Source: an optimization exercise on an open RTL-to-GDS flow (aim: small area and a short achievable clock period). Production flows keep margins and buffers that such runs may drop. The RTL was checked by simulation tests, not by an equivalence proof against the original design.

==> v37 <==
Design buck_cv_pi, start of the top module:
module buck_cv_pi(clk_sample,rst,Vout_from_buck,Time_on);
input clk_sample;
input rst;                           
input [15:0] Vout_from_buck;
output [9:0] Time_on;
reg [40:0] A;
reg [15:0] vp;
reg rf;
wire [15:0] V = Vout_from_buck;
wire n0, n1;
ha_m un0(.a(V[0]), .b(vp[0]), .s(n0), .co(n1));
wire n2, n3;
ha_m un2(.a(V[1]), .b(vp[1]), .s(n2), .co(n3));
wire n4, n5;
ha_m un4(.a(V[2]), .b(vp[2]), .s(n4), .co(n5));
wire n6, n7;
ha_m un6(.a(V[3]), .b(vp[3]), .s(n6), .co(n7));
wire n8, n9;
ha_m un8(.a(V[4]), .b(vp[4]), .s(n8), .co(n9));
wire n10, n11;
ha_m un10(.a(V[5]), .b(vp[5]), .s(n10), .co(n11));
wire n12, n13;
ha_m un12(.a(V[6]), .b(vp[6]), .s(n12), .co(n13));
wire n14, n15;
ha_m un14(.a(V[7]), .b(vp[7]), .s(n14), .co(n15));
wire n16, n17;
ha_m un16(.a(V[8]), .b(vp[8]), .s(n16), .co(n17));
wire n18, n19;
ha_m un18(.a(V[9]), .b(vp[9]), .s(n18), .co(n19));
wire n20, n21;
ha_m un20(.a(V[10]), .b(vp[10]), .s(n20), .co(n21));
wire n22, n23;
ha_m un22(.a(V[11]), .b(vp[11]), .s(n22), .co(n23));
wire n24, n25;
ha_m un24(.a(V[12]), .b(vp[12]), .s(n24), .co(n25));
wire n26, n27;
  ...
clock: 175.0 ns
lec_check: 0
abc_area: 1
cap_margin: 20
core_margin: 2
core_utilization: 50
cts_buf_list: sky130_fd_sc_hd__clkbuf_8
slew_margin: 20
synth_hierarchical: 1
standard.sh (not shown) runs the stock make flow with config.mk's settings and CLKGATE_MAP_FILE= SYNTH_SCRIPT=/design/flow/synth_recipe.tcl, a recipe that flattens the netlist after the stock synthesis.
==> flow/flow/run.sh <==
#!/bin/bash
# Standard layout, except that the port buffers inserted before global
# placement use buf_2 cells instead of the default choice.
set -e
export BUFFER_PORTS_ARGS="-buffer_cell sky130_fd_sc_hd__buf_2"
bash standard.sh > standard.log 2>&1
==> v30: changes against v37 <==
Settings changed: CTS_BUF_LIST sky130_fd_sc_hd__clkbuf_8 to unset.
==> v35: changes against v37 <==
==> flow/run.sh (new file) <==
#!/bin/bash
# synth_recipe.tcl (not shown) runs the flow's synth.tcl, then flattens the netlist and writes it again
# the make line also repeats each setting of config.mk as NAME=value (left out here)
make -C /OpenROAD-flow-scripts/flow DESIGN_CONFIG=/design/flow/config.mk WORK_HOME=/design/flow/orfs CLKGATE_MAP_FILE= SYNTH_SCRIPT=/design/flow/synth_recipe.tcl finish
Settings changed: CTS_BUF_LIST sky130_fd_sc_hd__clkbuf_8 to unset.
removed: flow/flow/run.sh
removed: flow/standard.sh
==> comparison table <==
| quantity | v35 | v37 | v30 |
|---|---|---|---|
| Filler cells | 1972 | 1996 | 1988 |
| Reg-to-Reg Start | A[39] | A[37] | A[37] |
| Cell area after placement | 0.0106 mm² | 0.0104 mm² | 0.0104 mm² |
| Biggest cell delay along the critical path | 0.97 ns | 0.90 ns | 0.89 ns |
| Routing usage on met1 | 35.9% | 35.3% | 35.4% |
| Pin count of the biggest net entering global routing | 51 | 39 | 39 |
| M1 WL | 11.9 mm | 12.0 mm | 12.0 mm |
| Grt met2 use | 44.7% | 44.1% | 44.0% |
| Time the worst path needs with I/O delays and setup | 45.66 ns | 45.27 ns | 45.19 ns |
| Non-clk buf share | 2.97% | 1.64% | 1.64% |
| Vias/cell | 5.50 | 5.48 | 5.48 |
| Clock root buffer | sky130_fd_sc_hd__clkbuf_16 | sky130_fd_sc_hd__clkbuf_8 | sky130_fd_sc_hd__clkbuf_16 |
| Clock Buffer Count | 6 | 7 | 7 |
| Met2 routed wirelength | 12.9 mm | 12.7 mm | 12.8 mm |
| DR iter-0 viols | 610 | 770 | 759 |
| Non-filler cells in the finished layout | 1577 | 1575 | 1575 |
| Result of the run | complete, no violations | complete, no violations | complete, no violations |
| Final worst-path cycle share | 26.1% | 25.9% | 25.8% |
| Average detailed-routed wire length per instance | 17.3 µm | 17.4 µm | 17.4 µm |
| Share of cells above drive strength 1 | 4.34% | 6.26% | 6.26% |
| Highest Clock Rate | 0.0219 GHz | 0.0221 GHz | 0.0221 GHz |
| FF-to-FF setup slack | 162.04 ns | 161.66 ns | 161.73 ns |
| Met3 wire length | 1.72 mm | 1.85 mm | 1.86 mm |
| Clock latency reported for the late side of the worst-skew pair | 0.30 ns | 0.33 ns | 0.30 ns |
| Worst slew slack as a fraction of its limit | 34.2% | 26.7% | 31.3% |
| Minimum setup slack in the final design | 129.34 ns | 129.73 ns | 129.81 ns |

==> port drivers added, routing unchanged <==
The flow's constraints put no driver on any port. The routed layouts listed below were extracted and timed again, unchanged, in two steps.
Step 1 assumes that a clkbuf_16 drives the clock port and a buf_2 every other input.
Step 2, shift: input delay + t, output delay - t, t = (earliest + latest rising clock arrival at the registers) / 2. This alone moves slack from input paths to output paths.
a / b / c = ideal / step 1 / step 2; a / b = the first two.
run	shift t [ns]	setup slack, ns	worst hold slack (ns)
v37	0.363	129.730 / 129.689 / 130.052	0.796 / 0.796 / 0.796
v30	0.343	129.809 / 129.762 / 130.105	0.782 / 0.782 / 0.782
v35	0.342	129.341 / 129.297 / 129.639	0.775 / 0.775 / 0.775
After both steps every run listed still meets setup and hold.
